This is an optimization exercise on Yosys and OpenROAD, whose aim is a short achievable clock period and few clock cycles per item, not a production implementation.
In this exercise RTL edits were held to simulation tests only and were not proved equivalent to the original.
No activity file was given, so power comes from the tool's default toggle rates.

==> design.v <==
module ACCUM (
  input             reset,        
  input             clk,          
  input             clear,        
  input             scan_in0,     
  input             scan_in1,     
  input             scan_in2,     
  input             scan_in3,     
  input             scan_in4,     
  input             scan_enable,  
  input             test_mode,    
  input      [15:0] W,
  output reg [15:0] S,
  output            scan_out0,    
  output            scan_out1,    
  output            scan_out2,    
  output            scan_out3,    
  output            scan_out4     
);
  always@(posedge clk, posedge reset)begin
    if(reset)
      S <= 0;
    else if(clear)
      S <= 0;
    else
      S <= W + S;
  end
endmodule  
module FMULT_PRE (
input  [15:0]	AnBn,
input  [10:0]	SRnDQn,
output		S,		 
output [4:0]	EXP,		 
output [5:0]	AMANT,		 
output [5:0]	BMANT		 
);
wire [12:0]	AnBnMAG;
reg  [3:0]	AnBnEXP;
assign S = AnBn[15] ^ SRnDQn[10];
assign AnBnMAG = (AnBn[15]) ? (15'h4000 - {2'b00, AnBn[15:2]}) : (AnBn[15:2]);
always @(*) begin
	casez (AnBnMAG)
		13'b1????????????: AnBnEXP = 4'hD;
		13'b01???????????: AnBnEXP = 4'hC;
		13'b001??????????: AnBnEXP = 4'hB;
		13'b0001?????????: AnBnEXP = 4'hA;
		13'b00001????????: AnBnEXP = 4'h9;
		13'b000001???????: AnBnEXP = 4'h8;
		13'b0000001??????: AnBnEXP = 4'h7;
		13'b00000001?????: AnBnEXP = 4'h6;
		13'b000000001????: AnBnEXP = 4'h5;
		13'b0000000001???: AnBnEXP = 4'h4;
		13'b00000000001??: AnBnEXP = 4'h3;
		13'b000000000001?: AnBnEXP = 4'h2;
		13'b0000000000001: AnBnEXP = 4'h1;
		default:           AnBnEXP = 4'h0;
	endcase
end
wire [18:0] norm = {AnBnMAG, 6'b000000} >> AnBnEXP;
assign EXP   = AnBnEXP + SRnDQn[9:6];
assign AMANT = (AnBnMAG != 13'd0) ? norm[5:0] : 6'h20;
assign BMANT = SRnDQn[5:0];
endmodule  
module FMULT_POST (
input		S,
input  [4:0]	EXP,
input  [5:0]	AMANT,
input  [5:0]	BMANT,
output [15:0]	WAnWBn
);
wire [11:0] MANT = AMANT * BMANT + 12'h030;
wire [14:0] MAG  = (EXP < 27) ? ({MANT[11:4], 7'b0000000} >> (26 - EXP)) : ({MANT[11:4], 7'b0000000} << (EXP - 26));
assign WAnWBn = (S) ? (17'h10000 - {2'b00, MAG}) : (MAG);
endmodule  
module FMULT_MUL (
input  [5:0]	AMANT,
input  [5:0]	BMANT,
output [7:0]	MANT		 
);
wire [11:0] P = AMANT * BMANT + 12'h030;
assign MANT = P[11:4];
endmodule  
module FMULT_SCL (
input		S,
input  [4:0]	EXP,
input  [7:0]	MANT,
output [15:0]	WAnWBn
);
wire [14:0] MAG = (EXP < 27) ? ({MANT, 7'b0000000} >> (26 - EXP)) : ({MANT, 7'b0000000} << (EXP - 26));
assign WAnWBn = (S) ? (17'h10000 - {2'b00, MAG}) : (MAG);
endmodule  
module FMULT (
input  [15:0]	AnBn,
input  [10:0]	SRnDQn,
output [15:0]	WAnWBn
);
wire		S;
wire [4:0]	EXP;
wire [5:0]	AMANT, BMANT;
FMULT_PRE  PRE  (.AnBn(AnBn), .SRnDQn(SRnDQn), .S(S), .EXP(EXP), .AMANT(AMANT), .BMANT(BMANT));
FMULT_POST POST (.S(S), .EXP(EXP), .AMANT(AMANT), .BMANT(BMANT), .WAnWBn(WAnWBn));
endmodule  
module FMULT_ACCUM (
           reset,
           clk,
           start,
           scan_in0,
           scan_in1,
           scan_in2,
           scan_in3,
           scan_in4,
           scan_enable,
           test_mode,
           scan_out0,
           scan_out1,
           scan_out2,
           scan_out3,
           scan_out4,
           b1,b2,b3,b4,b5,b6,a1,a2,
           dq1,dq2,dq3,dq4,dq5,dq6,sr1,sr2,
           se,sez,
           done
           );
input
    reset,                       
    start,
    clk;
input[15:0] b1,b2,b3,b4,b5,b6,a1,a2;              
input[10:0] dq1,dq2,dq3,dq4,dq5,dq6,sr1,sr2;      
input
    scan_in0,                    
    scan_in1,                    
    scan_in2,                    
    scan_in3,                    
    scan_in4,                    
    scan_enable,                 
    test_mode;                   
output
    scan_out0,                   
    scan_out1,                   
    scan_out2,                   
    scan_out3,                   
    scan_out4;                   
output
    done;
reg [15:0] f1;                 
reg [10:0] f2;
reg [3:0]  in_sel;
wire[15:0] S;
wire[15:0] W;
output reg[14:0] sez,se;
reg clear,done;
FMULT FMULT_INST0(
           .AnBn(f1),
           .SRnDQn(f2),
           .WAnWBn(W)
);
ACCUM ACCUM_INST0(
	   .reset(reset),
           .clk(clk),
           .clear(clear),
           .scan_in0(),
           .scan_in1(),
           .scan_in2(),
           .scan_in3(),
           .scan_in4(),
           .scan_enable(scan_enable),
           .test_mode(test_mode),
           .W(W),
           .S(S),
           .scan_out0(),
           .scan_out1(),
           .scan_out2(),
           .scan_out3(),
           .scan_out4()
);
always @(posedge reset, posedge clk)
begin
	if(reset)
	begin
		f1<=16'h0000;
		f2<=11'h000;
		in_sel <= 4'h0;
		clear<=1'b1;
		done<=1'b0;
		sez<=15'h0000;
		se <=15'h0000;
	end
	else begin
		if (start) begin
			case (in_sel)
				4'h0: begin
					f1<=16'h0000;
					f2<=11'h000;
					in_sel<= in_sel + 1'b1;
					clear<=1'b0;
					done<=1'b0;
					sez<=15'h0000;
					se <=15'h0000;
				end
				4'h1: begin
					f1 <= b1;
					f2 <= dq1;
					in_sel<= in_sel + 1'b1;
					clear<=1'b0;
					done<=1'b0;
					sez<=15'h0000;
					se <=15'h0000;
				end 
				4'h2: begin
					f1 <= b2;
					f2 <= dq2;
					in_sel<= in_sel + 1'b1;
					clear<=1'b0;
					done<=1'b0;
					sez<=15'h0000;
					se <=15'h0000;
				end
				4'h3: begin
					f1 <= b3;
					f2 <= dq3;
					in_sel<= in_sel + 1'b1;
					clear<=1'b0;
					done<=1'b0;
					sez<=15'h0000;
					se <=15'h0000;
				end
				4'h4: begin
					f1 <= b4;
					f2 <= dq4;
					in_sel<= in_sel + 1'b1;
					clear<=1'b0;
					done<=1'b0;
					sez<=15'h0000;
					se <=15'h0000;
				end
				4'h5: begin
					f1 <= b5;
					f2 <= dq5;
					in_sel<= in_sel + 1'b1;
					clear<=1'b0;
					done<=1'b0;
					sez<=15'h0000;
					se <=15'h0000;
				end
				4'h6: begin
					f1 <= b6;
					f2 <= dq6;
					in_sel<= in_sel + 1'b1;
					clear<=1'b0;
					done<=1'b0;
					sez<=15'h0000;
					se <=15'h0000;
				end
				4'h7: begin
					f1 <= a1;
					f2 <= sr1;
					sez <= 15'h0000;
					se <=15'h0000;
					in_sel<= in_sel + 1'b1;
					clear<=1'b0;
					done<=1'b0;
				end
				4'h8: begin
					f1 <= a2;
					f2 <= sr2;
					in_sel<= in_sel + 1'b1;
					clear<=1'b0;
					done<=1'b0;
					sez[14:0]<=S[15:1];
					se <=15'h0000;
				end
				4'h9: begin
					f1 <= 16'h0000;
					f2 <= 11'h000;
					in_sel<= in_sel + 1'b1;
					clear<=1'b0;
					done<=1'b0;
					sez<=sez;
					se <=15'h0000;
				end
				default: begin
					f1<=16'h0000;
					f2<=11'h000;
					se[14:0]<=S[15:1];
					sez<=sez;
					in_sel<=1'b0;
					clear<=1'b1;
					done<=1'b1;
				end
			endcase  
		end  
	end  
end  
endmodule
module ADDB (
           reset,
           clk,
           scan_in0,
           scan_in1,
           scan_in2,
           scan_in3,
           scan_in4,
           scan_enable,
           test_mode,
           scan_out0,
           scan_out1,
           scan_out2,
           scan_out3,
           scan_out4,
	   DQ,
	   SE,
	   SR
	   );
input
    reset,                       
    clk;                         
input
    scan_in0,                    
    scan_in1,                    
    scan_in2,                    
    scan_in3,                    
    scan_in4,                    
    scan_enable,                 
    test_mode;                   
output
    scan_out0,                   
    scan_out1,                   
    scan_out2,                   
    scan_out3,                   
    scan_out4;                   
input [15:0]
	DQ;
input [14:0]	
	SE;
output wire [15:0]
	SR;
wire
	DQS,
	SES;
wire [15:0] 
	DQI,
	SEI;
assign DQS	= DQ[15];									 
assign DQI	= (DQS == 1'b0)	?	DQ	:	(65536 - ({1'b0,DQ[14:0]}))	;	 
assign SES	= SE[14];									 
assign SEI	= (SES == 1'b0)	?	SE	:	(32768 + SE)	;			 
assign SR	= (DQI + SEI);									 
endmodule  
module ADDC (
           reset,
           clk,
           scan_in0,
           scan_in1,
           scan_in2,
           scan_in3,
           scan_in4,
           scan_enable,
           test_mode,
           scan_out0,
           scan_out1,
           scan_out2,
           scan_out3,
           scan_out4,
           DQ,
           SEZ,
           PK0,
           SIGPK           
       );
input
    reset,                       
    clk;                         
input
    scan_in0,                    
    scan_in1,                    
    scan_in2,                    
    scan_in3,                    
    scan_in4,                    
    scan_enable,                 
    test_mode;                   
output
    scan_out0,                   
    scan_out1,                   
    scan_out2,                   
    scan_out3,                   
    scan_out4;                   
input [15:0]
	DQ;
input [14:0]
	SEZ;
output wire
	PK0,
	SIGPK;
wire
	DQS,
	SEZS;
wire [15:0] 
	DQI,
	DQSEZ,
	SEZI;
assign	DQS	=	DQ[15];							 
assign	DQI	=	(DQS == 0)?	DQ	:	(65536 - (DQ & 32767));	 
assign	SEZS	=	SEZ[14];						 
assign	SEZI	=	(SEZS == 0)?	SEZ	:	((32768) + SEZ);	 
assign	DQSEZ	=	(DQI + SEZI);						 
assign	PK0	=	DQSEZ[15]; 						 
assign	SIGPK	=	(DQSEZ == 0);						 
endmodule  
module FLOATA (
           reset,
           clk,
           scan_in0,
           scan_in1,
           scan_in2,
           scan_in3,
           scan_in4,
           scan_enable,
           test_mode,
           scan_out0,
           scan_out1,
           scan_out2,
           scan_out3,
           scan_out4,
	   DQ,
	   DQ0
       );
input
    reset,                       
    clk;                         
input
    scan_in0,                    
    scan_in1,                    
    scan_in2,                    
    scan_in3,                    
    scan_in4,                    
    scan_enable,                 
    test_mode;                   
output
    scan_out0,                   
    scan_out1,                   
    scan_out2,                   
    scan_out3,                   
    scan_out4;                   
input [15:0] 
	DQ;
output wire [10:0] 
	DQ0;
wire
	DQS;
wire [14:0]
	MAG;
reg [3:0]
	EXP;
wire [5:0]
	MANT;
assign	DQS = DQ[15];
assign	MAG = (DQ & 32767);
always@ (MAG) begin
	casez (MAG)	
		15'b1??????????????:
			begin
				EXP <= 15;
			end
		15'b01?????????????:
			begin
				EXP <= 14;
			end
		15'b001????????????:
			begin
				EXP <= 13;
			end
		15'b0001???????????:
			begin
				EXP <= 12;
			end
		15'b00001??????????:
			begin
				EXP <= 11;
			end
		15'b000001?????????:
			begin
				EXP <= 10;
			end
		15'b0000001????????:
			begin
				EXP <= 9;
			end
		15'b00000001???????:
			begin
				EXP <= 8;
			end
		15'b000000001??????:
			begin
				EXP <= 7;
			end
		15'b0000000001?????:
			begin
				EXP <= 6;
			end
		15'b00000000001????:
			begin
				EXP <= 5;
			end
		15'b000000000001???:
			begin
				EXP <= 4;
			end
		15'b0000000000001??:
			begin
				EXP <= 3;
			end
		15'b00000000000001?:
			begin
				EXP <= 2;
			end
		15'b000000000000001:
			begin
				EXP <= 1;
			end
		default:
			begin
				EXP <= 0;
			end
	endcase
end
assign MANT = (MAG == 0)?32:(({MAG,6'b000000})>>EXP);
assign	DQ0 = ({DQS,EXP,MANT});
endmodule  
module FLOATB (
           reset,
           clk,
           scan_in0,
           scan_in1,
           scan_in2,
           scan_in3,
           scan_in4,
           scan_enable,
           test_mode,
           scan_out0,
           scan_out1,
           scan_out2,
           scan_out3,
           scan_out4,
	   SR,
	   SR0
       );
input
    reset,                       
    clk;                         
input
    scan_in0,                    
    scan_in1,                    
    scan_in2,                    
    scan_in3,                    
    scan_in4,                    
    scan_enable,                 
    test_mode;                   
output
    scan_out0,                   
    scan_out1,                   
    scan_out2,                   
    scan_out3,                   
    scan_out4;                   
input [15:0] 
	SR;
output wire [10:0] 
	SR0;
wire 
	SRS;
wire [14:0]
	MAG;
reg [3:0]
	EXP;
wire [5:0]
	MANT;
assign SRS = SR[15];
assign MAG = (SRS == 0)?SR:((65536-SR) & 32767);
always@ (MAG) begin
	casez (MAG)	
		15'b1??????????????:
			begin
				EXP <= 15;
			end
		15'b01?????????????:
			begin
				EXP <= 14;
			end
		15'b001????????????:
			begin
				EXP <= 13;
			end
		15'b0001???????????:
			begin
				EXP <= 12;
			end
		15'b00001??????????:
			begin
				EXP <= 11;
			end
		15'b000001?????????:
			begin
				EXP <= 10;
			end
		15'b0000001????????:
			begin
				EXP <= 9;
			end
		15'b00000001???????:
			begin
				EXP <= 8;
			end
		15'b000000001??????:
			begin
				EXP <= 7;
			end
		15'b0000000001?????:
			begin
				EXP <= 6;
			end
		15'b00000000001????:
			begin
				EXP <= 5;
			end
		15'b000000000001???:
			begin
				EXP <= 4;
			end
		15'b0000000000001??:
			begin
				EXP <= 3;
			end
		15'b00000000000001?:
			begin
				EXP <= 2;
			end
		15'b000000000000001:
			begin
				EXP <= 1;
			end
		default:
			begin
				EXP <= 0;
			end
	endcase
end
assign MANT = (MAG == 0)?32:({MAG,6'b000000}>>EXP);
assign SR0 = ({SRS,EXP,MANT});
endmodule  
module UPA1 (
	input     reset,
	input     clk,
	input     scan_in0,
	input     scan_in1,
	input     scan_in2,
	input     scan_in3,
	input     scan_in4,
	input     scan_enable,
	input     test_mode,
	output    scan_out0,
	output    scan_out1,
	output    scan_out2,
	output    scan_out3,
	output    scan_out4,
	input     PK0,
	input     PK1,
	input     [15:0]A1,
	input     SIGPK,
	output    [15:0]A1T
);
   reg           [15:0] UGA1;
   wire          PKS,A1S;
   wire          [15:0] ULA1;
   wire          [15:0] UA1;
assign PKS = PK0^PK1;
always @(*) begin
	if ( (!PKS) && (!SIGPK))
		UGA1<= 192;
	else if ( (PKS) && (!SIGPK))
		UGA1<= 65344;
	else 
		UGA1<=0;
end
assign A1S=A1[15];
assign ULA1= A1S ? (65536-({8'h00, A1[15:8]} + 65280)) : (65536-{8'h00, A1[15:8]});
assign UA1=(UGA1+ULA1);
assign A1T=(A1+UA1);
endmodule  
module UPA2 (
input               reset,          
input               clk,            
input               test_mode,      
input               scan_enable,    
input               scan_in0,      
input               scan_in1,       
input               scan_in2,      
input               scan_in3,      
input               scan_in4,       
output              scan_out0,      
output              scan_out1,      
output              scan_out2,      
output              scan_out3,      
output              scan_out4,      
input          PK0,            
input          PK1,            
input          PK2,           
input [15:0]   A1,                
input [15:0]   A2,                
input          SIGPK,            
output [15:0]  A2T                
       );
wire        PKS1;
wire        PKS2;
wire [16:0] UGA2A;
wire        A1S;
reg  [16:0] FA1;
wire [16:0] FA;
wire [16:0] UGA2B;
wire        UGA2S;
wire [15:0] UGA2;
wire        A2S;
wire [15:0] ULA2;
wire [15:0] UA2;
wire [15:0] a;
assign PKS1 = PK0 ^ PK1;
assign PKS2 = PK0 ^ PK2; 
assign UGA2A = PKS2 ? 114688 : 16384;
assign A1S = A1[15];  
always @(*) begin
	if (!A1S)
		FA1 <= (A1<=8191)?{A1[14:0], 2'b00}:(32764);
	else
		FA1 <= (A1>=57345)? {A1[14:0], 2'b00}: (98308);
end 
assign FA= PKS1 ? FA1 : (131072-FA1);
assign UGA2B =(UGA2A+FA);
assign UGA2S =UGA2B[16];
assign a = UGA2S ? {6'b000000, UGA2B[16:7]}+64512 : {6'b000000, UGA2B[16:7]} ;
assign UGA2 = SIGPK ? 0 : a ;         
assign A2S=A2[15]; 
assign ULA2= A2S ? (65536-({7'b0000000,A2[15:7]}+65024)) : (65536-{7'b0000000,A2[15:7]});
assign UA2 =(UGA2+ULA2);
assign A2T = (A2 + UA2);
endmodule  
module UPA2_UGA2 (
input          PK0,
input          PK1,
input          PK2,
input [15:0]   A1,
input          SIGPK,
output [15:0]  UGA2
       );
wire        PKS1 = PK0 ^ PK1;
wire        PKS2 = PK0 ^ PK2;
wire [16:0] UGA2A = PKS2 ? 114688 : 16384;
reg  [16:0] FA1;
wire [16:0] FA;
wire [16:0] UGA2B;
wire [15:0] a;
always @(*) begin
	if (!A1[15])
		FA1 = (A1<=8191)?{A1[14:0], 2'b00}:(32764);
	else
		FA1 = (A1>=57345)? {A1[14:0], 2'b00}: (98308);
end
assign FA    = PKS1 ? FA1 : (131072-FA1);
assign UGA2B = (UGA2A+FA);
assign a     = UGA2B[16] ? {6'b000000, UGA2B[16:7]}+64512 : {6'b000000, UGA2B[16:7]} ;
assign UGA2  = SIGPK ? 0 : a ;
endmodule  
module UPA2_ULA2 (
input [15:0]   A2,
output [15:0]  ULA2
       );
assign ULA2 = A2[15] ? (65536-({7'b0000000,A2[15:7]}+65024)) : (65536-{7'b0000000,A2[15:7]});
endmodule  
module UPB (
input			reset,
input			clk,
input	[1:0]		rate_in,
input			Un,
input [15:0]	DQn,
input [15:0]	Bn,
input			scan_in0,
input			scan_in1,
input			scan_in2,
input			scan_in3,
input			scan_in4,
input			scan_enable,
input			test_mode,
output		scan_out0,
output		scan_out1,
output		scan_out2,
output		scan_out3,
output		scan_out4,
output reg [15:0] BnP
	);
wire [15:0] DQnMAG;	 
wire 		BnS;		 
wire [15:0] UBn;
reg [15:0] UGBn;		 
reg [15:0] ULBn;		 
assign DQnMAG = {1'b0, DQn[14:0]};	 
assign BnS = Bn[15];	 
always @(*) begin
	if (DQnMAG == 16'h0000) begin
		UGBn <= 16'h0000;		 
	end else if (Un) begin
		UGBn <= 16'hFF80;		 
	end else begin
		UGBn <= 16'h0080;		 
	end
end
always @(*) begin
	if (rate_in == 2'b00) begin
		if (BnS) begin
			ULBn <= 17'h10000 - ({9'h1FF, Bn[15:9]});
		end else begin
			ULBn <= 17'h10000 - ({9'h000, Bn[15:9]});
		end
	end else begin
		if (BnS) begin
			ULBn <= 17'h10000 - ({8'hFF, Bn[15:8]});
		end else begin
			ULBn <= 17'h10000 - ({8'h00, Bn[15:8]});
		end
	end
end
assign UBn = UGBn + ULBn;
always @(*) begin
	BnP <= Bn + UBn;
end
endmodule  
module LIMC (
           reset,
           clk,
           scan_in0,
           scan_in1,
           scan_in2,
           scan_in3,
           scan_in4,
           scan_enable,
           test_mode,
           scan_out0,
           scan_out1,
           scan_out2,
           scan_out3,
           scan_out4,
           A2T,
           A2P
       );
input
    reset,                       
    clk;                         
input
    scan_in0,                    
    scan_in1,                    
    scan_in2,                    
    scan_in3,                    
    scan_in4,                    
    scan_enable,                 
    test_mode;                   
output
    scan_out0,                   
    scan_out1,                   
    scan_out2,                   
    scan_out3,                   
    scan_out4;                   
input [15:0] A2T;
output reg [15:0] A2P;
 reg [15:0] A2UL;
 reg [15:0] A2LL;
always@(A2T)begin
                A2UL  = 16'h3000;                     
                A2LL  = 16'hD000;                     
		if ((16'h8000 <= A2T) && (A2T <= A2LL)) begin        
                A2P = A2LL;
                end
                else if ((A2UL <= A2T) && (A2T <= 16'h7FFF)) begin        
                A2P = A2UL;
                end 
                else begin
                A2P = A2T;
                end
end
endmodule                
module LIMD (
           reset,
           clk,
           scan_in0,
           scan_in1,
           scan_in2,
           scan_in3,
           scan_in4,
           scan_enable,
           test_mode,
           scan_out0,
           scan_out1,
           scan_out2,
           scan_out3,
           scan_out4,
           A1T,
           A2P,
           A1P
       );
input
    reset,                       
    clk;                         
input
    scan_in0,                    
    scan_in1,                    
    scan_in2,                    
    scan_in3,                    
    scan_in4,                    
    scan_enable,                 
    test_mode;                   
output
    scan_out0,                   
    scan_out1,                   
    scan_out2,                   
    scan_out3,                   
    scan_out4;                   
input [15:0]
	A1T;
input [15:0]
	A2P;
output reg [15:0]
       A1P;
 reg [15:0] A1UL;
 reg [15:0] A1LL;
 reg [15:0] OME;
always @(A1T,A2P)begin
                OME   = 16'd15360;
                A1UL  = (OME + 65536 - A2P);                     
                A1LL  = (A2P + 65536 - OME); 
                if ( 32768 <= A1T && A1T <= A1LL) begin        
                A1P = A1LL;
                end 
                else if ( A1UL <= A1T && A1T <= 32767) begin        
                A1P = A1UL;
                end 
                else begin
                A1P = A1T;
                end
end 
endmodule  
module TRIGB (
           reset,
           clk,
           scan_in0,
           scan_in1,
           scan_in2,
           scan_in3,
           scan_in4,
           scan_enable,
           test_mode,
           scan_out0,
           scan_out1,
           scan_out2,
           scan_out3,
           scan_out4,
           TR,
           AnP,
           AnR
       );
input
    reset,                       
    clk;                         
input
    scan_in0,                    
    scan_in1,                    
    scan_in2,                    
    scan_in3,                    
    scan_in4,                    
    scan_enable,                 
    test_mode,                   
    TR;
input [15:0] AnP;
output
    scan_out0,                   
    scan_out1,                   
    scan_out2,                   
    scan_out3,                   
    scan_out4;                   
output [15:0] AnR;
reg [15:0] AnR;
always @ (AnP, TR) begin
	if ( TR == 0) begin
		AnR = AnP;                    
	end else begin
		AnR = 0;                      
	end
end
endmodule  
module XOR (
           reset,
           clk,
           scan_in0,
           scan_in1,
           scan_in2,
           scan_in3,
           scan_in4,
           scan_enable,
           test_mode,
           scan_out0,
           scan_out1,
           scan_out2,
           scan_out3,
           scan_out4,
           DQn,
           DQ,
           Un
       );
input
    reset,                       
    clk;                         
input
    scan_in0,                    
    scan_in1,                    
    scan_in2,                    
    scan_in3,                    
    scan_in4,                    
    scan_enable,                 
    test_mode;                   
input [15:0] DQ;
input [10:0] DQn;
output
    scan_out0,                   
    scan_out1,                   
    scan_out2,                   
    scan_out3,                   
    scan_out4,                   
    Un;
reg DQS;
reg DQnS;
reg Un;
always @ (DQn, DQ) begin
	DQS = DQ [15];        
	DQnS = DQn [10];      
	Un = DQS ^ DQnS;      
end
endmodule  
module DELAY #(
  parameter SIZE   = 16,   
  parameter RSTVAL = 0     
)(
  input                 reset,        
  input                 clk,          
  input                 en,           
  input  [SIZE-1:0]     X,            
  output reg [SIZE-1:0] Y,            
  output [SIZE-1:0]     T             
);
  localparam [SIZE-1:0] RV = RSTVAL;
  reg [31*SIZE-1:0] R;  
  assign T = R[30*SIZE +: SIZE];
  always@(posedge clk, posedge reset) begin
    if(reset) begin  
      Y <= RV;
      R <= {31{RV}};
    end
    else if(en) begin  
      Y <= R[30*SIZE +: SIZE];
      R <= {R[0 +: 30*SIZE], X};
    end
  end
endmodule
module APRSC (
	input             reset,       
	input             clk,         
	input      [31:0] i_wb_adr,    
	input      [3:0]  i_wb_sel,    
	input             i_wb_we,     
	output     [31:0] o_wb_dat,    
	input      [31:0] i_wb_dat,    
	input             i_wb_cyc,    
	input             i_wb_stb,    
	output            o_wb_ack,    
	output            o_wb_err     
);
localparam APRSC_TR   = 16'h0000;
localparam APRSC_DQ   = 16'h0004;
localparam APRSC_REQ  = 16'h0008;
localparam APRSC_RATE = 16'h000C;
localparam APRSC_A2P  = 16'h0010;
localparam APRSC_SE   = 16'h0014;
localparam APRSC_ACK  = 16'h0018;
localparam APRSC_SR   = 16'h001C;
wire wb_req   = i_wb_stb & i_wb_cyc;
wire wb_write = wb_req & i_wb_we;
wire wb_read  = wb_req & ~i_wb_we;
wire rd_reg = (i_wb_adr[15:5] == 11'h000) & i_wb_adr[4] & (i_wb_adr[1:0] == 2'b00);
reg  rd_other;
assign o_wb_err = 1'b0;
reg         shift;                        
wire        pk1, pk2, pk1n, pk2n;
wire [10:0] sr1, sr2, sr1n, sr2n;
wire [10:0] dq1, dq2, dq3, dq4, dq5, dq6;
wire [10:0] dq1n, dq2n, dq3n, dq4n, dq5n, dq6n;
wire [15:0] a1, a2, a1n, a2n;
wire [15:0] b1, b2, b3, b4, b5, b6;
wire [15:0] b1n, b2n, b3n, b4n, b5n, b6n;
reg         u_pk0;
reg  [10:0] u_sr0, u_dq0;
reg  [15:0] u_a1r, u_a2r;
reg  [15:0] u_b1r, u_b2r, u_b3r, u_b4r, u_b5r, u_b6r;
DELAY #(.SIZE(1),  .RSTVAL(0))  DELAY_PK0 (.reset(reset), .clk(clk), .en(shift), .X(u_pk0), .Y(pk1), .T(pk1n));
DELAY #(.SIZE(1),  .RSTVAL(0))  DELAY_PK1 (.reset(reset), .clk(clk), .en(shift), .X(pk1),   .Y(pk2), .T(pk2n));
DELAY #(.SIZE(11), .RSTVAL(32)) DELAY_SR0 (.reset(reset), .clk(clk), .en(shift), .X(u_sr0), .Y(sr1), .T(sr1n));
DELAY #(.SIZE(11), .RSTVAL(32)) DELAY_SR1 (.reset(reset), .clk(clk), .en(shift), .X(sr1),   .Y(sr2), .T(sr2n));
DELAY #(.SIZE(11), .RSTVAL(32)) DELAY_DQ0 (.reset(reset), .clk(clk), .en(shift), .X(u_dq0), .Y(dq1), .T(dq1n));
DELAY #(.SIZE(11), .RSTVAL(32)) DELAY_DQ1 (.reset(reset), .clk(clk), .en(shift), .X(dq1),   .Y(dq2), .T(dq2n));
DELAY #(.SIZE(11), .RSTVAL(32)) DELAY_DQ2 (.reset(reset), .clk(clk), .en(shift), .X(dq2),   .Y(dq3), .T(dq3n));
DELAY #(.SIZE(11), .RSTVAL(32)) DELAY_DQ3 (.reset(reset), .clk(clk), .en(shift), .X(dq3),   .Y(dq4), .T(dq4n));
DELAY #(.SIZE(11), .RSTVAL(32)) DELAY_DQ4 (.reset(reset), .clk(clk), .en(shift), .X(dq4),   .Y(dq5), .T(dq5n));
DELAY #(.SIZE(11), .RSTVAL(32)) DELAY_DQ5 (.reset(reset), .clk(clk), .en(shift), .X(dq5),   .Y(dq6), .T(dq6n));
DELAY #(.SIZE(16), .RSTVAL(0))  DELAY_A1R (.reset(reset), .clk(clk), .en(shift), .X(u_a1r), .Y(a1),  .T(a1n));
DELAY #(.SIZE(16), .RSTVAL(0))  DELAY_A2R (.reset(reset), .clk(clk), .en(shift), .X(u_a2r), .Y(a2),  .T(a2n));
DELAY #(.SIZE(16), .RSTVAL(0))  DELAY_B1R (.reset(reset), .clk(clk), .en(shift), .X(u_b1r), .Y(b1),  .T(b1n));
DELAY #(.SIZE(16), .RSTVAL(0))  DELAY_B2R (.reset(reset), .clk(clk), .en(shift), .X(u_b2r), .Y(b2),  .T(b2n));
DELAY #(.SIZE(16), .RSTVAL(0))  DELAY_B3R (.reset(reset), .clk(clk), .en(shift), .X(u_b3r), .Y(b3),  .T(b3n));
DELAY #(.SIZE(16), .RSTVAL(0))  DELAY_B4R (.reset(reset), .clk(clk), .en(shift), .X(u_b4r), .Y(b4),  .T(b4n));
DELAY #(.SIZE(16), .RSTVAL(0))  DELAY_B5R (.reset(reset), .clk(clk), .en(shift), .X(u_b5r), .Y(b5),  .T(b5n));
DELAY #(.SIZE(16), .RSTVAL(0))  DELAY_B6R (.reset(reset), .clk(clk), .en(shift), .X(u_b6r), .Y(b6),  .T(b6n));
wire [7:0]  m_s;
wire [39:0] m_exp;
wire [47:0] m_am, m_bm;
reg  [7:0]  p1_s;
reg  [39:0] p1_exp;
reg  [47:0] p1_am, p1_bm;
FMULT_PRE PRE1 (.AnBn(b1n), .SRnDQn(dq1n), .S(m_s[0]), .EXP(m_exp[ 0 +: 5]), .AMANT(m_am[ 0 +: 6]), .BMANT(m_bm[ 0 +: 6]));
FMULT_PRE PRE2 (.AnBn(b2n), .SRnDQn(dq2n), .S(m_s[1]), .EXP(m_exp[ 5 +: 5]), .AMANT(m_am[ 6 +: 6]), .BMANT(m_bm[ 6 +: 6]));
FMULT_PRE PRE3 (.AnBn(b3n), .SRnDQn(dq3n), .S(m_s[2]), .EXP(m_exp[10 +: 5]), .AMANT(m_am[12 +: 6]), .BMANT(m_bm[12 +: 6]));
FMULT_PRE PRE4 (.AnBn(b4n), .SRnDQn(dq4n), .S(m_s[3]), .EXP(m_exp[15 +: 5]), .AMANT(m_am[18 +: 6]), .BMANT(m_bm[18 +: 6]));
FMULT_PRE PRE5 (.AnBn(b5n), .SRnDQn(dq5n), .S(m_s[4]), .EXP(m_exp[20 +: 5]), .AMANT(m_am[24 +: 6]), .BMANT(m_bm[24 +: 6]));
FMULT_PRE PRE6 (.AnBn(b6n), .SRnDQn(dq6n), .S(m_s[5]), .EXP(m_exp[25 +: 5]), .AMANT(m_am[30 +: 6]), .BMANT(m_bm[30 +: 6]));
FMULT_PRE PRE7 (.AnBn(a1n), .SRnDQn(sr1n), .S(m_s[6]), .EXP(m_exp[30 +: 5]), .AMANT(m_am[36 +: 6]), .BMANT(m_bm[36 +: 6]));
FMULT_PRE PRE8 (.AnBn(a2n), .SRnDQn(sr2n), .S(m_s[7]), .EXP(m_exp[35 +: 5]), .AMANT(m_am[42 +: 6]), .BMANT(m_bm[42 +: 6]));
wire [15:0] uga2_c0, uga2_c1, ula2;
wire [15:0] a1t_c0, a1t_c1, a1t_cz;
reg  [15:0] p1_uga2_c0, p1_uga2_c1, p1_ula2, p1_a2;
reg  [15:0] p1_a1t_c0, p1_a1t_c1, p1_a1t_cz;
UPA2_UGA2 UGA2_C0 (.SIGPK(1'b0), .PK0(1'b0), .PK1(pk1n), .PK2(pk2n), .A1(a1n), .UGA2(uga2_c0));
UPA2_UGA2 UGA2_C1 (.SIGPK(1'b0), .PK0(1'b1), .PK1(pk1n), .PK2(pk2n), .A1(a1n), .UGA2(uga2_c1));
UPA2_ULA2 ULA2_N  (.A2(a2n), .ULA2(ula2));
UPA1 UPA1_C0 (.reset(reset), .clk(clk), .test_mode(1'b0), .SIGPK(1'b0), .PK0(1'b0), .PK1(pk1n), .A1(a1n), .A1T(a1t_c0));
UPA1 UPA1_C1 (.reset(reset), .clk(clk), .test_mode(1'b0), .SIGPK(1'b0), .PK0(1'b1), .PK1(pk1n), .A1(a1n), .A1T(a1t_c1));
UPA1 UPA1_CZ (.reset(reset), .clk(clk), .test_mode(1'b0), .SIGPK(1'b1), .PK0(1'b0), .PK1(pk1n), .A1(a1n), .A1T(a1t_cz));
always @(posedge clk or posedge reset) begin
	if (reset) begin
		p1_s       <= 8'h00;
		p1_exp     <= 40'h0;
		p1_am      <= 48'h0;
		p1_bm      <= 48'h0;
		p1_uga2_c0 <= 16'h0000;
		p1_uga2_c1 <= 16'h0000;
		p1_ula2    <= 16'h0000;
		p1_a2      <= 16'h0000;
		p1_a1t_c0  <= 16'h0000;
		p1_a1t_c1  <= 16'h0000;
		p1_a1t_cz  <= 16'h0000;
	end else begin
		p1_s       <= m_s;
		p1_exp     <= m_exp;
		p1_am      <= m_am;
		p1_bm      <= m_bm;
		p1_uga2_c0 <= uga2_c0;
		p1_uga2_c1 <= uga2_c1;
		p1_ula2    <= ula2;
		p1_a2      <= a2n;
		p1_a1t_c0  <= a1t_c0;
		p1_a1t_c1  <= a1t_c1;
		p1_a1t_cz  <= a1t_cz;
	end
end
wire [63:0] m_mant;
reg  [7:0]  p2_s;
reg  [39:0] p2_exp;
reg  [63:0] p2_mant;
genvar gi;
generate
	for (gi = 0; gi < 8; gi = gi + 1) begin : g_mul
		FMULT_MUL MUL (.AMANT(p1_am[6*gi +: 6]), .BMANT(p1_bm[6*gi +: 6]), .MANT(m_mant[8*gi +: 8]));
	end
endgenerate
wire [15:0] a2t_c0 = p1_a2 + p1_uga2_c0 + p1_ula2;
wire [15:0] a2t_c1 = p1_a2 + p1_uga2_c1 + p1_ula2;
wire [15:0] a2t_cz = p1_a2 + p1_ula2;
wire [15:0] a2p_c0, a2p_c1, a2p_cz;
reg  [15:0] p2_a2p_c0, p2_a2p_c1, p2_a2p_cz;
reg  [15:0] p2_a1t_c0, p2_a1t_c1, p2_a1t_cz;
LIMC LIMC_C0 (.reset(reset), .clk(clk), .test_mode(1'b0), .A2T(a2t_c0), .A2P(a2p_c0));
LIMC LIMC_C1 (.reset(reset), .clk(clk), .test_mode(1'b0), .A2T(a2t_c1), .A2P(a2p_c1));
LIMC LIMC_CZ (.reset(reset), .clk(clk), .test_mode(1'b0), .A2T(a2t_cz), .A2P(a2p_cz));
always @(posedge clk or posedge reset) begin
	if (reset) begin
		p2_s      <= 8'h00;
		p2_exp    <= 40'h0;
		p2_mant   <= 64'h0;
		p2_a2p_c0 <= 16'h0000;
		p2_a2p_c1 <= 16'h0000;
		p2_a2p_cz <= 16'h0000;
		p2_a1t_c0 <= 16'h0000;
		p2_a1t_c1 <= 16'h0000;
		p2_a1t_cz <= 16'h0000;
	end else begin
		p2_s      <= p1_s;
		p2_exp    <= p1_exp;
		p2_mant   <= m_mant;
		p2_a2p_c0 <= a2p_c0;
		p2_a2p_c1 <= a2p_c1;
		p2_a2p_cz <= a2p_cz;
		p2_a1t_c0 <= p1_a1t_c0;
		p2_a1t_c1 <= p1_a1t_c1;
		p2_a1t_cz <= p1_a1t_cz;
	end
end
wire [127:0] w;
wire [15:0]  a1p_c0, a1p_c1, a1p_cz;
reg  [127:0] p3_w;
reg  [15:0]  p3_a2p_c0, p3_a2p_c1, p3_a2p_cz;
reg  [15:0]  p3_a1p_c0, p3_a1p_c1, p3_a1p_cz;
generate
	for (gi = 0; gi < 8; gi = gi + 1) begin : g_scl
		FMULT_SCL SCL (.S(p2_s[gi]), .EXP(p2_exp[5*gi +: 5]), .MANT(p2_mant[8*gi +: 8]), .WAnWBn(w[16*gi +: 16]));
	end
endgenerate
LIMD LIMD_C0 (.reset(reset), .clk(clk), .test_mode(1'b0), .A1T(p2_a1t_c0), .A2P(p2_a2p_c0), .A1P(a1p_c0));
LIMD LIMD_C1 (.reset(reset), .clk(clk), .test_mode(1'b0), .A1T(p2_a1t_c1), .A2P(p2_a2p_c1), .A1P(a1p_c1));
LIMD LIMD_CZ (.reset(reset), .clk(clk), .test_mode(1'b0), .A1T(p2_a1t_cz), .A2P(p2_a2p_cz), .A1P(a1p_cz));
always @(posedge clk or posedge reset) begin
	if (reset) begin
		p3_w      <= 128'h0;
		p3_a2p_c0 <= 16'h0000;
		p3_a2p_c1 <= 16'h0000;
		p3_a2p_cz <= 16'h0000;
		p3_a1p_c0 <= 16'h0000;
		p3_a1p_c1 <= 16'h0000;
		p3_a1p_cz <= 16'h0000;
	end else begin
		p3_w      <= w;
		p3_a2p_c0 <= p2_a2p_c0;
		p3_a2p_c1 <= p2_a2p_c1;
		p3_a2p_cz <= p2_a2p_cz;
		p3_a1p_c0 <= a1p_c0;
		p3_a1p_c1 <= a1p_c1;
		p3_a1p_cz <= a1p_cz;
	end
end
reg  [15:0] p4_s12, p4_s34, p4_s56, p4_s78;
reg  [15:0] p5_sum_z, p5_sum_a;
always @(posedge clk or posedge reset) begin
	if (reset) begin
		p4_s12   <= 16'h0000;
		p4_s34   <= 16'h0000;
		p4_s56   <= 16'h0000;
		p4_s78   <= 16'h0000;
		p5_sum_z <= 16'h0000;
		p5_sum_a <= 16'h0000;
	end else begin
		p4_s12   <= p3_w[0 +: 16]  + p3_w[16 +: 16];
		p4_s34   <= p3_w[32 +: 16] + p3_w[48 +: 16];
		p4_s56   <= p3_w[64 +: 16] + p3_w[80 +: 16];
		p4_s78   <= p3_w[96 +: 16] + p3_w[112 +: 16];
		p5_sum_z <= p4_s12 + p4_s34 + p4_s56;
		p5_sum_a <= (p4_s12 + p4_s34) + (p4_s56 + p4_s78);
	end
end
reg [14:0] se, sez;
reg [15:0] a2p_c0_q, a2p_c1_q, a2p_cz_q;
reg [15:0] a1p_c0_q, a1p_c1_q, a1p_cz_q;
always @(posedge clk or posedge reset) begin
	if (reset) begin
		se       <= 15'h0000;
		sez      <= 15'h0000;
		a2p_c0_q <= 16'h0080;
		a2p_c1_q <= 16'hFF80;
		a2p_cz_q <= 16'h0000;
		a1p_c0_q <= 16'h00C0;
		a1p_c1_q <= 16'hFF40;
		a1p_cz_q <= 16'h0000;
	end else if (shift) begin
		se       <= p5_sum_a[15:1];
		sez      <= p5_sum_z[15:1];
		a2p_c0_q <= p3_a2p_c0;
		a2p_c1_q <= p3_a2p_c1;
		a2p_cz_q <= p3_a2p_cz;
		a1p_c0_q <= p3_a1p_c0;
		a1p_c1_q <= p3_a1p_c1;
		a1p_cz_q <= p3_a1p_cz;
	end
end
reg [15:0] dq;
reg        tr;
reg [1:0]  rate_in;
reg        ack;         
reg [15:0] sr_q;        
reg        pk0_q, sigpk_q;
reg [15:0] a2p_q;       
wire [15:0] sr_w;
wire        pk0_w, sigpk_w;
wire        dq_neg = i_wb_dat[15];
wire [15:0] dq_mag = {1'b0, i_wb_dat[14:0]};
wire [15:0] sei    = {se[14], se};
wire [15:0] sezi   = {sez[14], sez};
wire [15:0] sr_pos = sei + dq_mag;
wire [15:0] sr_neg = sei - dq_mag;
wire [15:0] sz_pos = sezi + dq_mag;
wire [15:0] sz_neg = sezi - dq_mag;
reg  [15:0] nsezi;
assign sr_w    = dq_neg ? sr_neg : sr_pos;
assign pk0_w   = dq_neg ? sz_neg[15] : sz_pos[15];
assign sigpk_w = dq_neg ? (dq_mag == sezi) : (dq_mag == nsezi);
always @(posedge clk or posedge reset) begin
	if (reset) nsezi <= 16'h0000;
	else       nsezi <= 16'h0000 - sezi;
end
wire [15:0] a2p_w = sigpk_w ? a2p_cz_q : (pk0_w ? a2p_c1_q : a2p_c0_q);
wire wr_tr   = wb_write & (i_wb_adr[15:0] == APRSC_TR);
wire wr_dq   = wb_write & (i_wb_adr[15:0] == APRSC_DQ);
wire wr_req  = wb_write & (i_wb_adr[15:0] == APRSC_REQ);
wire wr_rate = wb_write & (i_wb_adr[15:0] == APRSC_RATE);
wire rd_a2p  = wb_read  & (i_wb_adr[15:0] == APRSC_A2P);
always @(posedge clk or posedge reset) begin
	if (reset) begin
		dq      <= 16'h0000;
		tr      <= 1'b0;
		rate_in <= 2'b00;
		ack     <= 1'b0;
		sr_q    <= 16'h0000;
		pk0_q   <= 1'b0;
		sigpk_q <= 1'b1;
		a2p_q   <= 16'h0000;
		shift   <= 1'b0;
		rd_other <= 1'b0;
	end else begin
		if (wr_tr)   tr      <= i_wb_dat[0];
		if (wr_rate) rate_in <= i_wb_dat[1:0];
		if (wr_dq) begin
			dq      <= i_wb_dat[15:0];
			sr_q    <= sr_w;
			pk0_q   <= pk0_w;
			sigpk_q <= sigpk_w;
			a2p_q   <= a2p_w;
		end
		if (wr_req & i_wb_dat[0]) ack <= 1'b1;
		else if (shift)           ack <= 1'b0;
		shift <= rd_a2p;
		rd_other <= wb_read & ~rd_reg & ~rd_other;
	end
end
wire [15:0] b1p, b2p, b3p, b4p, b5p, b6p;
wire [15:0] b1r, b2r, b3r, b4r, b5r, b6r;
wire        u1, u2, u3, u4, u5, u6;
wire [10:0] dq0, sr0;
wire [15:0] a1p = sigpk_q ? a1p_cz_q : (pk0_q ? a1p_c1_q : a1p_c0_q);
FLOATA FLOATA_INST0 (.reset(reset), .clk(clk), .test_mode(1'b0), .DQ(dq), .DQ0(dq0));
FLOATB FLOATB_INST0 (.reset(reset), .clk(clk), .test_mode(1'b0), .SR(sr_q), .SR0(sr0));
XOR XOR_INST0 (.reset(reset), .clk(clk), .test_mode(1'b0), .DQn(dq1), .DQ(dq), .Un(u1));
XOR XOR_INST1 (.reset(reset), .clk(clk), .test_mode(1'b0), .DQn(dq2), .DQ(dq), .Un(u2));
XOR XOR_INST2 (.reset(reset), .clk(clk), .test_mode(1'b0), .DQn(dq3), .DQ(dq), .Un(u3));
XOR XOR_INST3 (.reset(reset), .clk(clk), .test_mode(1'b0), .DQn(dq4), .DQ(dq), .Un(u4));
XOR XOR_INST4 (.reset(reset), .clk(clk), .test_mode(1'b0), .DQn(dq5), .DQ(dq), .Un(u5));
XOR XOR_INST5 (.reset(reset), .clk(clk), .test_mode(1'b0), .DQn(dq6), .DQ(dq), .Un(u6));
UPB UPB_INST0 (.reset(reset), .clk(clk), .test_mode(1'b0), .DQn(dq), .Un(u1), .rate_in(rate_in), .Bn(b1), .BnP(b1p));
UPB UPB_INST1 (.reset(reset), .clk(clk), .test_mode(1'b0), .DQn(dq), .Un(u2), .rate_in(rate_in), .Bn(b2), .BnP(b2p));
UPB UPB_INST2 (.reset(reset), .clk(clk), .test_mode(1'b0), .DQn(dq), .Un(u3), .rate_in(rate_in), .Bn(b3), .BnP(b3p));
UPB UPB_INST3 (.reset(reset), .clk(clk), .test_mode(1'b0), .DQn(dq), .Un(u4), .rate_in(rate_in), .Bn(b4), .BnP(b4p));
UPB UPB_INST4 (.reset(reset), .clk(clk), .test_mode(1'b0), .DQn(dq), .Un(u5), .rate_in(rate_in), .Bn(b5), .BnP(b5p));
UPB UPB_INST5 (.reset(reset), .clk(clk), .test_mode(1'b0), .DQn(dq), .Un(u6), .rate_in(rate_in), .Bn(b6), .BnP(b6p));
TRIGB TRIGB_B1P (.reset(reset), .clk(clk), .test_mode(1'b0), .AnP(b1p), .TR(tr), .AnR(b1r));
TRIGB TRIGB_B2P (.reset(reset), .clk(clk), .test_mode(1'b0), .AnP(b2p), .TR(tr), .AnR(b2r));
TRIGB TRIGB_B3P (.reset(reset), .clk(clk), .test_mode(1'b0), .AnP(b3p), .TR(tr), .AnR(b3r));
TRIGB TRIGB_B4P (.reset(reset), .clk(clk), .test_mode(1'b0), .AnP(b4p), .TR(tr), .AnR(b4r));
TRIGB TRIGB_B5P (.reset(reset), .clk(clk), .test_mode(1'b0), .AnP(b5p), .TR(tr), .AnR(b5r));
TRIGB TRIGB_B6P (.reset(reset), .clk(clk), .test_mode(1'b0), .AnP(b6p), .TR(tr), .AnR(b6r));
always @(posedge clk or posedge reset) begin
	if (reset) begin
		u_pk0 <= 1'b0;
		u_sr0 <= 11'd32;
		u_dq0 <= 11'd32;
		u_a1r <= 16'h0000;
		u_a2r <= 16'h0000;
		u_b1r <= 16'h0000;
		u_b2r <= 16'h0000;
		u_b3r <= 16'h0000;
		u_b4r <= 16'h0000;
		u_b5r <= 16'h0000;
		u_b6r <= 16'h0000;
	end else begin
		u_pk0 <= pk0_q;
		u_sr0 <= sr0;
		u_dq0 <= dq0;
		u_a1r <= tr ? 16'h0000 : a1p;
		u_a2r <= tr ? 16'h0000 : a2p_q;
		u_b1r <= b1r;
		u_b2r <= b2r;
		u_b3r <= b3r;
		u_b4r <= b4r;
		u_b5r <= b5r;
		u_b6r <= b6r;
	end
end
wire        rd_other_nx = wb_read & ~rd_reg & ~rd_other;
wire [15:0] a2p_nx = wr_dq ? a2p_w : a2p_q;
wire [15:0] sr_nx  = wr_dq ? sr_w : sr_q;
wire [14:0] se_nx  = shift ? p5_sum_a[15:1] : se;
wire        ack_nx = (wr_req & i_wb_dat[0]) | (ack & ~shift);
reg  [15:0] rdq_hi, rdq_a2p, rdq_se, rdq_ack, rdq_sr;
always @(posedge clk or posedge reset) begin
	if (reset) begin
		rdq_hi  <= 16'h0000;
		rdq_a2p <= 16'h0000;
		rdq_se  <= 16'h0000;
		rdq_ack <= 16'h0000;
		rdq_sr  <= 16'h0000;
	end else begin
		rdq_hi  <= rd_other_nx ? 16'hdead : 16'h0000;
		rdq_a2p <= rd_other_nx ? 16'hbeef : a2p_nx;
		rdq_se  <= rd_other_nx ? 16'hbeef : {1'b0, se_nx};
		rdq_ack <= rd_other_nx ? 16'hbeef : {15'h0000, ack_nx};
		rdq_sr  <= rd_other_nx ? 16'hbeef : sr_nx;
	end
end
wire [15:0] rd_sel;
wire [1:0]  rd_adr_n;
APRSC_INV INV (.a(i_wb_adr[3:2]), .y(rd_adr_n));
APRSC_DEC DEC0 (.adr(i_wb_adr[3:2]), .adr_n(rd_adr_n), .sel(rd_sel[ 3: 0]));
APRSC_DEC DEC1 (.adr(i_wb_adr[3:2]), .adr_n(rd_adr_n), .sel(rd_sel[ 7: 4]));
APRSC_DEC DEC2 (.adr(i_wb_adr[3:2]), .adr_n(rd_adr_n), .sel(rd_sel[11: 8]));
APRSC_DEC DEC3 (.adr(i_wb_adr[3:2]), .adr_n(rd_adr_n), .sel(rd_sel[15:12]));
APRSC_BUS BUS (
	.adr(i_wb_adr[15:0]), .we(i_wb_we), .cyc(i_wb_cyc), .stb(i_wb_stb), .rd_other(rd_other), .sel(rd_sel),
	.rdq_hi(rdq_hi), .rdq_a2p(rdq_a2p), .rdq_se(rdq_se), .rdq_ack(rdq_ack), .rdq_sr(rdq_sr),
	.ack(o_wb_ack), .dat(o_wb_dat)
);
endmodule  
module APRSC_BUS (
	input      [15:0] adr,
	input             we,
	input             cyc,
	input             stb,
	input             rd_other,    
	input      [15:0] sel,         
	input      [15:0] rdq_hi,
	input      [15:0] rdq_a2p,
	input      [15:0] rdq_se,
	input      [15:0] rdq_ack,
	input      [15:0] rdq_sr,
	output            ack,
	output reg [31:0] dat
);
wire rd_reg = (adr[15:5] == 11'h000) & adr[4] & (adr[1:0] == 2'b00);
assign ack = cyc & stb & (we | rd_reg | rd_other);
integer k;
always @(*) begin
	dat[31:16] = rdq_hi;
	for (k = 0; k < 16; k = k + 1)
		dat[k] = (sel[4*(k/4)+0] & rdq_a2p[k])      
		       | (sel[4*(k/4)+1] & rdq_se[k])       
		       | (sel[4*(k/4)+2] & rdq_ack[k])      
		       | (sel[4*(k/4)+3] & rdq_sr[k]);      
end
endmodule  
module APRSC_DEC (
	input  [1:0] adr,
	input  [1:0] adr_n,
	output [3:0] sel
);
assign sel[0] = ~(adr[1]   | adr[0]);
assign sel[1] = ~(adr[1]   | adr_n[0]);
assign sel[2] = ~(adr_n[1] | adr[0]);
assign sel[3] = ~(adr_n[1] | adr_n[0]);
endmodule  
module APRSC_INV (
	input  [1:0] a,
	output [1:0] y
);
assign y = ~a;
endmodule  
==> flow/run.sh <==
#!/bin/bash
# Standard layout, with plain buffers (not delay cells) on the ports,
# resizing not limited to the same cell footprint, the bus interface's
# port-to-port logic mapped on its own, and the bus pins kept together on
# one edge (flow/io.tcl), so that the port-to-port read path is short.
set -euo pipefail
bash standard.sh \
  MATCH_CELL_FOOTPRINT=0 \
  "BUFFER_PORTS_ARGS=-buffer_cell sky130_fd_sc_hd__buf_4" \
  SETUP_SLACK_MARGIN=6.5 \
  "SYNTH_KEEP_MODULES=APRSC_BUS APRSC_DEC APRSC_INV" \
  TNS_END_PERCENT=100 \
  IO_CONSTRAINTS=$PWD/flow/io.tcl \
  finish > standard_flow.log 2>&1
==> flow/io.tcl <==
# Keep the bus pins that carry port-to-port and port-to-register paths
# together on the top edge, so that the logic between them is short.
set bus_pins {}
for {set i 0} {$i < 16} {incr i} { lappend bus_pins "i_wb_adr\[$i\]" }
lappend bus_pins i_wb_cyc i_wb_stb i_wb_we o_wb_ack
for {set i 0} {$i < 32} {incr i} { lappend bus_pins "o_wb_dat\[$i\]" }
for {set i 0} {$i < 16} {incr i} { lappend bus_pins "i_wb_dat\[$i\]" }
set_io_pin_constraint -pin_names $bus_pins -region top:* -group
==> standard.sh <==
#!/bin/bash
# synth_recipe.tcl (not shown) runs the flow's synth.tcl, then flattens the netlist and writes it again
# the make line also repeats each setting of config.mk as NAME=value (left out here)
make -C /OpenROAD-flow-scripts/flow DESIGN_CONFIG=/design/flow/config.mk WORK_HOME=/design/flow/orfs CLKGATE_MAP_FILE= SYNTH_SCRIPT=/design/flow/synth_recipe.tcl "${@:-finish}"
==> config.mk <==
export PLATFORM = sky130hd
export DESIGN_NAME = APRSC
export DESIGN_NICKNAME = APRSC
export VERILOG_FILES = /design/flow/design.v
export SDC_FILE = /design/flow/constraint.sdc
export NUM_CORES = 4
export LEC_CHECK = 0
export CAP_MARGIN = 20
export CORE_MARGIN = 2
export CORE_UTILIZATION = 40
export SLEW_MARGIN = 20
==> constraint.sdc <==
create_clock -name core_clock -period 11.5 [get_ports {clk}]
set_input_delay 2.3000 -clock core_clock [delete_from_list [all_inputs] [get_ports {clk}]]
set_output_delay 2.3000 -clock core_clock [all_outputs]
set_load 0.01 [all_outputs]
==> run summary <==
## kinds of logic after synthesis
family | after synthesis | synth area share
adder cells (fa/ha/maj) | 1055 | 0.0451
flip-flops | 8065 | 0.594
multiplexers | 7303 | 0.242
buffers and inverters | 1897 | 0.0215
AND/OR/NAND/NOR | 2750 | 0.0395
XOR/XNOR | 716 | 0.0184
AO/OA/AOI/OAI | 2074 | 0.0397
other | 2 | 0.0000221
## stage by stage
step                       util  setup slack (ns)  total power, mW  cells
final                     0.452              6.03             56.9  35900
after global routing      0.452              5.97             59.3  35800
after CTS                 0.451              6.04             57.9  35800
after detailed placement  0.417              5.78             29.6  34300
after global placement    0.417              5.75             29.6  34300
after floorplan               -           -103.18             29.8  23900
## layout make-up
type                            instances  area [sq um]
Multi-Input combinational cell      13900        131000
Inverter                              803          3030
Clock inverter                        332          4750
Sequential cell                      8065        202000
Fill cell                           75000        465000
Tap cell                            11200         14000
Clock buffer                         1205         24300
Timing Repair Buffer                  303          3270
Antenna cell                           32          80.1
## what timing repair did
| action | 4_1_cts | 5_1_grt |
|---|---|---|
| setup endpoints to repair | 62 | 104 |
| endpoints found under the hold margin | 0 | 0 |
| pin swaps | 22 | 22 |
| resized for setup | 58 | 55 |
| buffers inserted | 15 | 2 |
## Yosys stat by module (local to each module, per instance)
module,copies in the design,area [sq um],cells,flip-flops and latches
APRSC,1,340000,23800,8065
APRSC_BUS,1,493,70,0
APRSC_DEC,4,15.0,4,0
APRSC_INV,1,7.51,2,0
## worst paths after layout
| path | to | depth (start not counted) |
|---|---|---|
| min in group asynchronous | DELAY_SR0.R[8]$_DFFE_PP0P_ | 2 |
| max in group asynchronous | DELAY_A1R.R[290]$_DFFE_PP0P_ | 5 |
| hold reg to reg | p2_a1t_cz[9]$_DFF_PP0_ | 0 |
| setup / recovery | o_wb_dat[6] | 7 |
| setup reg to reg | p3_a1p_cz[7]$_DFF_PP0_ | 18 |
| hold / removal | p2_a1t_cz[9]$_DFF_PP0_ | 0 |
## power by group
| group | total [mW] | leakage [nW] | internal (mW) | switching (mW) |
|---|---|---|---|---|
| sequential | 28.4 | 111 | 28.4 | 0.00518 |
| clock | 27.8 | 14.2 | 16.4 | 11.4 |
| combinational | 0.692 | 65.4 | 0.0882 | 0.604 |
## state kept, by name (all words and copies together) (netlist names), 31 cells and up
register,cells
DELAY_DQ5.R,341
DELAY_DQ2.R,341
DELAY_PK0.R,31
DELAY_B6R.R,496
DELAY_B1R.R,496
DELAY_PK1.R,31
DELAY_DQ0.R,341
DELAY_DQ3.R,341
p2_mant,64
DELAY_A2R.R,496
p1_bm,48
p3_w,128
DELAY_DQ4.R,341
p1_am,48
p2_exp,40
DELAY_B2R.R,496
DELAY_SR0.R,341
DELAY_B5R.R,496
DELAY_SR1.R,341
p1_exp,40
DELAY_B4R.R,496
DELAY_A1R.R,496
DELAY_B3R.R,496
DELAY_DQ1.R,341
## layer usage
metal  wire, um  vias to the layer above
met2     285000                     2216
met1     312000                    92400
met4      19100                        0
met3      20600                      986
met5          0                        -
li1           -                    84400
## cell usage in the layout (no fill, tap or decap), types with 55 or more instances in the layout
cell type  Yosys  routed
a21o_1       100     100
or3_1         71      71
bufinv_16      0      72
xor2_1       247     246
clkbuf_16      0     837
nor2b_1      139     139
clkinv_2       0     138
xnor2_1      468     465
o211ai_1      70      70
a31oi_1       79      78
buf_4         22     208
inv_1        794     791
fa_1         286     286
a21oi_1      477     476
nand3_1      208     208
dfstp_2      278     278
nor4_1        57      55
and2_1       219     219
clkbuf_1    1011     170
nand4_1       79      79
and3_1        76      75
nor2_1       575     557
ha_1         768     767
o31ai_1       62      60
o21bai_1      60      60
clkbuf_8       5     198
dfrtp_1     7787    7779
mux2_2      7018    7018
mux2i_1      253     249
o21ai_0      584     580
buf_12         0      69
o21a_1        65      65
nand2_1      829     824
nand2b_1      94      94
nor3_1       227     220
==> metrics.md <==
| Metric | Value |
|---|---|
| Outcome | `complete, no violations` |
| Via/cell ratio | `5.02` |
| Root Driver | `clkbuf_16` |
| # setup viols final | `0` |
| #FFs+latches synth | `8065` |
| Final RePlAce weighted congestion | `approximately 0.84` |
| Worst Tran Pin Value | `1.13 ns` |
| Max Slew Vio Count | `0` |
| Post-detailed-route count of antenna-violating nets | `0` |
| Area delta synth->final | `12.5%` |
| Starting Density | `0.402` |
| GR met1 Demand/Resource | `0.219` |
| Initial antenna violation count | `38` |
| Crit path launch type | `input pin` |
| CTS Sinks | `approximately 8100` |
| Die width | `between 900 and 1000 um` |
| RSZ-0062 raised after global routing | `true` |
| Share of cells above drive strength 1 | `0.374` |
| Yosys warnings | `15` |
| Final #Nets | `25000` |
| Reg clk slew, reported paths | `0.06 ns` |
| CP Buf/Inv Count | `4` |
| Worst hold path class | `reg2reg` |
| Largest net degree at the start of global routing | `between 200 and 250` |
| Yosys top cell by area | `dfrtp_1` |
| Netlist area before placement | `approximately 340000 sq um` |
| Share of flip-flops with an asynchronous set or reset | `1.00` |
| Top_reg_cell synth | `dfrtp_1` |
| Core Footprint | `between 800000 and 900000 sq um` |
| DR iter-0 viols | `between 10000 and 15000` |
| PortBufs | `64` |
| WL final | `approximately 640000 um` |
| Clock Skews | `approximately 0.1 ns` |
| Kind of critical path | `in2out` |
| Cells after synthesis | `roughly 24000` |
| Full die area | `between 800000 and 900000 sq um` |
| Slew margin rel. | `0.243` |
| Clock Tree Buf Depth | `4` |
| Most Used Layer, Global Route | `met2` |
| Detailed placer's ending HPWL | `419000 um` |
| GRT Total Usage | `0.147` |
| Leakage | `around 190 nW` |
| Avg Cell Area, Syn | `between 10 and 15 sq um` |
| CP dominant cell by count | `buf_12` |
| Grt met2 use | `0.226` |
| Gr ovfl total | `0` |
| Worst Path Required | `roughly 9.2 ns` |
| Worst EP arrival | `between 3 and 4 ns` |
| Hold Startpoint | `p1_a1t_cz[9]$_DFF_PP0_` |
| # IOs | `around 110` |
| Max-cap violations | `0` |
| Via count | `roughly 180k` |
| Crit-path max FO | `8` |
| CP top delay family | `buffers and inverters` |
| Final instance area | `approximately 380000 sq um` |
| CP endpoint kind | `primary output` |
| First-pass GRT wire length | `1050000 um` |
| Hold Violations, Final | `0` |
| Setup TNS | `0 ns` |
| R2r startpoint | `p2_a2p_cz[1]$_DFF_PP0_` |
| Distinct cell type count after synthesis | `120` |
| Post-synth EDFFs | `0` |
| Die height | `926 um` |
| Sequential area share after synthesis | `0.594` |
| Grt met3 use | `0.0181` |
| PD cells | `~150 nW/um^2` |
| Insertion delay of the later-clocked pin in the worst-skew pair | `about 1.2 ns` |
| Top-area cell type share of the netlist area | `0.573` |
| Flop2flop setup slack | `approximately 6.8 ns` |
| Slowest cell delay on critical path | `between 0.15 and 0.2 ns` |
| Drt wl/cell | `17.7 um` |
| Residual DRC | `0` |
| Final critical-path share of the clock period | `0.476` |
| H-Tree Depth | `6` |
| Cell Chain, Critical Path | `buf_12, clkinvlp_4, buf_12, nor2_4, a22oi_1, nand2_1, buf_6` |
| Commonest cells post-synth | `dfrtp_1, mux2_2, clkbuf_1` |
| F_max | `approximately 180 MHz` |
| First element of the critical path | `i_wb_adr[3]` |
| CTS tree | `built` |
| Vias in the first global route | `between 150k and 200k` |
| Crit path time final | `between 5 and 6 ns` |
| Hold buffers post-CTS | `0` |
| Count leader, synth | `dfrtp_1` |
| Row count | `~340` |
| Final hold slack | `0.307 ns` |
| CTS buffer count | `833` |
| Worst path slowest cell | `a22oi_1` |
| Drt first pass iters | `6` |
| Largest cells by area after synthesis | `dfrtp_1, mux2_2, ha_1` |
| Max VDD drop | `between 0.15 and 0.2 mV` |
| DP Area | `~350000 sq um` |
Testbench counts, summed over its fixed seeds: cycles 36,864, samples 4,096.

## what the ideal ports hide
The flow's constraints put no driver on any port. The routed layout listed below was extracted and timed again, unchanged, in two steps. Step 1 assumes that a clkbuf_16 drives the clock port and a buf_2 every other input. Step 2 times the ports against the registers' clock, not the clock port: input delays grow and output delays shrink by t, the midpoint of the rising clock arrivals with the driver on. Three values: no drivers, after step 1, after step 2; two values: the first two.
shift t [ns]: 1.258
slack for setup (ns): 6.027 / 5.960 / 5.792
worst setup path after step 2: input to register
worst register clock-pin slew, ns: 0.07 / 0.07
After both steps setup and hold are still met in this run. For this run, drivers alone change the setup slack by -0.067 ns; drivers and shift together by -0.235 ns.
